Background: an optimization exercise with open tools, aiming at small area. Do not read the settings as production practice.
Where RTL was checked, it was by simulation tests only, not by an equivalence proof against the original.
Power figures rest on the tool's default switching activity, not on a simulated workload.

Setup of oak:
==> flow/design.v <==
`timescale 1ns / 1ps
module system(output wire RsTx, input wire RsRx, input clk, input btnC);
    wire reset = btnC;
    reg  [7:0] rv;
    reg        lastb;
    reg  [7:0] rxd;
    wire new_input = (rv == 8'd161);
    wire rx_idle   = (rv == 8'd0) | new_input;
    wire rx_samp   = (rv[3:0] == 4'd0) & (rv[7:5] != 3'd0) & ~(rv[7] & rv[5]);
    always @(posedge clk) begin
        if (reset) begin
            rv <= 8'd0; lastb <= 1'b1;
        end else begin
            lastb <= RsRx;
            if (rx_idle & lastb & ~RsRx) rv <= 8'd8;
            else if (new_input)          rv <= 8'd0;
            else if (rv != 8'd0)         rv <= rv + 8'd1;
            if (rx_samp) rxd <= {RsRx, rxd[7:1]};
        end
    end
    reg  [7:0] u;
    reg  [7:0] txb;
    reg        txo, tsp;
    wire [7:0] tb = tsp ? 8'h20 : txb;
    assign RsTx = txo;
    wire sent = (u == 8'd0);
    wire issue;
    wire [7:0] ch;
    always @(posedge clk) begin
        if (reset) begin
            u <= 8'd0; txo <= 1'b1;
        end else begin
            if (issue)          u <= 8'd102;
            else if (u != 8'd0) u <= u + 8'd1;
            if (issue) begin txb <= ch; tsp <= (cnt == 6'd1); end
            else if (got & (st == GETR)) txb <= rxd;
            if (u == 8'd0) txo <= 1'b1;
            else if (u[3:0] == 4'hF) begin
                case (u[7:4])
                    4'd6:  txo <= 1'b0;
                    4'd7: txo <= tb[0];
                    4'd8: txo <= tb[1];
                    4'd9: txo <= tb[2];
                    4'd10: txo <= tb[3];
                    4'd11: txo <= tb[4];
                    4'd12: txo <= tb[5];
                    4'd13: txo <= tb[6];
                    4'd14: txo <= tb[7];
                    default: ;
                endcase
            end
        end
    end
    localparam GETR = 3'd0, GETD = 3'd1, REN = 3'd2, CALC = 3'd3, SEND = 3'd4, DLY = 3'd5;
    reg  [2:0]  st;
    reg  [5:0]  cnt;      
    reg  [1:0]  op;       
    reg  [15:0] A, B, R;  
    reg         s, err, pz;
    wire inget  = (st == GETR) | (st == GETD);
    wire got    = inget & new_input;
    wire is_cr  = (rxd == 8'h0D);
    wire is_bs  = (rxd == 8'h08);
    wire is_dig = (rxd[7:4] == 4'h3) & (rxd[3:0] <= 4'd9);
    wire echo   = (st == GETR) ? ~is_bs : is_dig;
    assign issue = (st == SEND) & (cnt[3:0] != 4'd0) & sent;
    wire pshift = issue & (cnt[5:4] == 2'd0) & (cnt[3:0] >= 4'd2) & (cnt[3:0] <= 4'd9);
    wire neg = s & (R != 16'd0);
    reg [7:0] lc;
    always @* begin
        case (cnt[3:0])
            4'd14: lc = err ? 8'h00 : 8'h0D;
            4'd13: lc = err ? 8'h0D : 8'h0A;
            4'd12: lc = err ? 8'h0A : (neg ? 8'h2D : 8'h2B);
            4'd11: lc = err ? 8'h4E : 8'h28;
            4'd10: lc = err ? 8'h2F : 8'h20;
            4'd9:  lc = err ? 8'h4E : {4'h3, R[15:12]};
            4'd8, 4'd7, 4'd6: lc = err ? 8'h20 : {4'h3, R[15:12]};
            4'd4:  lc = err ? 8'h20 : 8'h29;
            4'd2:  lc = 8'h3A;
            default: lc = 8'h20;
        endcase
    end
    assign ch = cnt[4] ? (cnt[5] ? {4'h3, B[3:0]} : txb) : lc;
    always @(posedge clk) begin
        if (reset) begin
            st <= CALC; cnt <= 6'd46;
        end else begin
            case (st)
                GETR, GETD: if (new_input) begin
                    if (is_cr) begin st <= CALC; cnt <= 6'd47; end
                    else begin st <= REN; cnt <= ~echo ? 6'd16 : (st == GETD) ? 6'd49 : 6'd17; end
                end
                REN:  st <= SEND;
                CALC: if (cnt == 6'd14) st <= SEND; else cnt <= cnt - 6'd1;
                SEND: if (cnt[3:0] == 4'd0) st <= cnt[4] ? GETD : GETR;
                      else if (sent) begin st <= DLY; cnt <= cnt - 6'd1; end
                DLY:  if (u == 8'd122) st <= SEND;
                default: st <= GETR;
            endcase
        end
        if (got & (st == GETR)) op <= (rxd == 8'h2F) ? 2'd3 : (rxd == 8'h2A) ? 2'd2 : (rxd == 8'h2D) ? 2'd1 : 2'd0;
    end
    function [3:0] n9(input [3:0] d);
        n9 = 4'd9 - d;
    endfunction
    reg xc, yc;
    reg [15:0] sum;
    reg        cy;
    reg [4:0]  t;
    reg [3:0]  xd, yd;
    integer k;
    always @* begin
        cy = xc | yc;
        for (k = 0; k < 4; k = k + 1) begin
            xd = xc ? n9(R[4*k +: 4]) : R[4*k +: 4];
            yd = yc ? n9(B[4*k +: 4]) : B[4*k +: 4];
            t  = xd + yd + cy;
            if (t > 5'd9) begin sum[4*k +: 4] = t[3:0] + 4'd6; cy = 1'b1; end
            else          begin sum[4*k +: 4] = t[3:0];        cy = 1'b0; end
        end
    end
    localparam AI = 3'd0, AR = 3'd1, AP = 3'd2, AL = 3'd3, AZ = 3'd4;
    reg [2:0] as;
    reg [1:0] dc;
    wire enter_d = got & (st == GETD) & is_cr;
    wire enter_r = got & (st == GETR) & is_cr;
    wire Bz      = (B == 16'd0);
    wire magadd  = ~(op[0] ^ s);
    wire isdiv   = op[0];
    wire [15:0] Rrot = {R[11:0], A[15:12]};
    always @* begin
        xc = (as == AR);
        yc = (as == AL) ? isdiv : (as == AR) ? 1'b0 : ~magadd;
    end
    always @(posedge clk) begin
        if (reset) begin
            A <= 16'd0; B <= 16'd0; R <= 16'd0; s <= 1'b0; err <= 1'b0; pz <= 1'b1;
            as <= AI; dc <= 2'd0;
        end else begin
            if ((got & is_dig) | pshift) B <= {B[11:0], got ? rxd[3:0] : 4'd0};
            if (pshift) begin R <= Rrot; A <= {A[11:0], R[15:12]}; end
            if (enter_r) pz <= 1'b1;
            if (enter_d) begin
                pz <= Bz;
                if (~err) begin
                    if (~op[1]) begin
                        if (magadd) begin R <= sum; if (cy) err <= 1'b1; end
                        else if (cy) R <= sum;
                        else as <= AR;
                    end else if (isdiv & (pz | Bz)) err <= 1'b1;
                    else as <= AP;
                end
            end
            case (as)
                AR: begin R <= sum; s <= ~s; as <= AI; end
                AP: begin
                    R <= Rrot; A <= {A[11:0], R[15:12]};
                    if (cnt == (isdiv ? 6'd43 : 6'd44)) begin as <= AL; dc <= 2'd0; end
                end
                AL: begin
                    if (isdiv ? cy : (A[15:12] != 4'd0)) begin
                        R <= sum;
                        if (isdiv) A[3:0] <= A[3:0] + 4'd1;
                        else begin A[15:12] <= A[15:12] - 4'd1; if (cy) err <= 1'b1; end
                    end else if (dc == 2'd3) begin
                        as <= isdiv ? AZ : AI; dc <= 2'd0;
                    end else begin
                        R <= Rrot; A <= {A[11:0], R[15:12]}; dc <= dc + 2'd1;
                        if (R[15:12] != 4'd0) err <= 1'b1;
                    end
                end
                AZ: begin
                    R <= Rrot; A <= {A[11:0], 4'd0}; dc <= dc + 2'd1;
                    if (dc == 2'd3) as <= AI;
                end
                default: ;
            endcase
        end
    end
endmodule
export LEC_CHECK = 0
export CAP_MARGIN = 20
export CORE_MARGIN = 2
export CORE_UTILIZATION = 40
export CTS_BUF_LIST = sky130_fd_sc_hd__clkbuf_8
export GPL_ROUTABILITY_DRIVEN = 0
export GPL_TIMING_DRIVEN = 0
export SLEW_MARGIN = 20
create_clock -name core_clock -period 150.0 [get_ports {clk}]
standard.sh (not shown) runs the stock make flow with config.mk's settings and CLKGATE_MAP_FILE= SYNTH_SCRIPT=/design/flow/synth_recipe.tcl, a recipe that flattens the netlist after the stock synthesis.
==> flow/flow/run.sh <==
#!/bin/bash
set -euo pipefail
cd "$(dirname "$0")/.."
W=$PWD
sed "s|$W/synth_recipe.tcl|$W/flow/synth_area.tcl|g" standard.sh > flow/my_standard.sh
grep -q synth_area.tcl flow/my_standard.sh
export CTS_ARGS="-sink_clustering_enable -repair_clock_nets -buf_list sky130_fd_sc_hd__clkbuf_8 -dont_use_dummy_load"
bash flow/my_standard.sh finish > "$W/flow_make.log" 2>&1
==> flow/flow/abc_area.script <==
&get -n
&st
&syn2
&dch -f
&nf -a -R 1000
&put
mfs3 -ae
==> flow/flow/my_standard.sh <==
#!/bin/bash
# The standard flow's own layout of this design, on the ORFS make targets given (by default finish). After
# finish it leaves the final layout's DEF at /design/flow/out/final.def.
set -euo pipefail
make -C /OpenROAD-flow-scripts/flow DESIGN_CONFIG=/design/flow/config.mk WORK_HOME=/design/flow/orfs CLKGATE_MAP_FILE= SYNTH_SCRIPT=/design/flow/flow/synth_area.tcl CAP_MARGIN=20 CORE_MARGIN=2 CORE_UTILIZATION=40 CTS_BUF_LIST=sky130_fd_sc_hd__clkbuf_8 GPL_ROUTABILITY_DRIVEN=0 GPL_TIMING_DRIVEN=0 SLEW_MARGIN=20 "${@:-finish}"
if [[ -f /design/flow/orfs/results/sky130hd/system/base/6_final.odb ]]; then
  : # left out here: write the final layout as DEF
fi
==> flow/flow/synth_area.tcl <==
# The standard flow's synthesis (synth_recipe.tcl) with ABC mapping for area instead of delay
set ::area_dir [file dirname [file normalize [info script]]]
proc abc {args} {
  set j [lsearch -exact $args -script]
  if {$j >= 0} { set args [lreplace $args [expr {$j+1}] [expr {$j+1}] [file join $::area_dir abc_area.script]] }
  yosys abc {*}$args
}
source [file join [file dirname $::area_dir] synth_recipe.tcl]
Edits applied to the flow inputs when going from oak to pine:
--- a/flow/design.v
+++ b/flow/design.v
@@ -66,5 +66,7 @@
     assign issue = (st == SEND) & (cnt[3:0] != 4'd0) & sent;
     wire pshift = issue & (cnt[5:4] == 2'd0) & (cnt[3:0] >= 4'd2) & (cnt[3:0] <= 4'd9);
-    wire neg = s & (R != 16'd0);
+    reg  cm;
+    wire [3:0] pd  = cm ? 4'd9 - R[15:12] : R[15:12];
+    wire neg = s & (cm | (R != 16'd0));
     reg [7:0] lc;
     always @* begin
@@ -75,6 +77,6 @@
             4'd11: lc = err ? 8'h4E : 8'h28;
             4'd10: lc = err ? 8'h2F : 8'h20;
-            4'd9:  lc = err ? 8'h4E : {4'h3, R[15:12]};
-            4'd8, 4'd7, 4'd6: lc = err ? 8'h20 : {4'h3, R[15:12]};
+            4'd9:  lc = err ? 8'h4E : {4'h3, pd};
+            4'd8, 4'd7, 4'd6: lc = err ? 8'h20 : {4'h3, pd};
             4'd4:  lc = err ? 8'h20 : 8'h29;
             4'd2:  lc = 8'h3A;
@@ -105,5 +107,5 @@
         n9 = 4'd9 - d;
     endfunction
-    reg xc, yc;
+    reg ci0, yc;
     reg [15:0] sum;
     reg        cy;
@@ -112,7 +114,7 @@
     integer k;
     always @* begin
-        cy = xc | yc;
+        cy = ci0;
         for (k = 0; k < 4; k = k + 1) begin
-            xd = xc ? n9(R[4*k +: 4]) : R[4*k +: 4];
+            xd = R[4*k +: 4];
             yd = yc ? n9(B[4*k +: 4]) : B[4*k +: 4];
             t  = xd + yd + cy;
@@ -131,14 +133,14 @@
     wire [15:0] Rrot = {R[11:0], A[15:12]};
     always @* begin
-        xc = (as == AR);
-        yc = (as == AL) ? isdiv : (as == AR) ? 1'b0 : ~magadd;
+        yc  = (as == AL) ? isdiv : (as == AR) | ~magadd;
+        ci0 = yc & (as != AR);
     end
     always @(posedge clk) begin
         if (reset) begin
-            A <= 16'd0; B <= 16'd0; R <= 16'd0; s <= 1'b0; err <= 1'b0; pz <= 1'b1;
+            A <= 16'd0; B <= 16'd0; R <= 16'd0; s <= 1'b0; err <= 1'b0; pz <= 1'b1; cm <= 1'b0;
             as <= AI; dc <= 2'd0;
         end else begin
             if ((got & is_dig) | pshift) B <= {B[11:0], got ? rxd[3:0] : 4'd0};
-            if (pshift) begin R <= Rrot; A <= {A[11:0], R[15:12]}; end
+            if (pshift) begin R <= Rrot; A <= {A[11:0], pd}; if (cnt[3:0] == 4'd6) cm <= 1'b0; end
             if (enter_r) pz <= 1'b1;
             if (enter_d) begin
@@ -154,5 +156,5 @@
             end
             case (as)
-                AR: begin R <= sum; s <= ~s; as <= AI; end
+                AR: begin R <= sum; s <= ~s; cm <= 1'b1; as <= AI; end
                 AP: begin
                     R <= Rrot; A <= {A[11:0], R[15:12]};
[summary]
Both conditions hold for pine: the flow ran to the end and the final layout passed the timing, design-rule and antenna checks.
Lower via count goes to oak over pine.
Route | pine vs oak | wire longer in pine
Diff oak -> pine: measured slew at the worst slew-check pin moved up; maximum vdd ir drop increased by 31% relative to the old numbers.
Against oak, pine comes in about 5% higher on overall power.
On number of well taps: between pine and oak, it ends up higher for pine.
No functional check of the RTL was part of pine.

[port drivers added, routing unchanged]
Ports are ideal in the flow. The routed layouts listed here were re-timed in OpenROAD.
Step 1: set_driving_cell puts a clkbuf_16 on clk and a buf_2 on each other input, an assumption about the parent block.
Step 2 adds t to the input delays and takes it off the output delays; t is the mean of the earliest and latest rising clock arrival at the registers after step 1. Input paths then give back, and output paths get back, about the clock's delay inside the block.
Three values: ideal ports, drivers, drivers and shift; two values: the first two.
| run | t, ns | setup slack, ns | clock arrival spread, ns |
|---|---|---|---|
| oak | 0.418 | 118.747 / 118.709 / 118.478 | 0.037 / 0.037 |
| pine | 0.420 | 118.735 / 118.697 / 118.478 | 0.037 / 0.036 |
After both steps every run listed still meets setup and hold. The setup slack of oak, which loses most, moves by -0.038 ns with the drivers and by -0.269 ns with both steps.
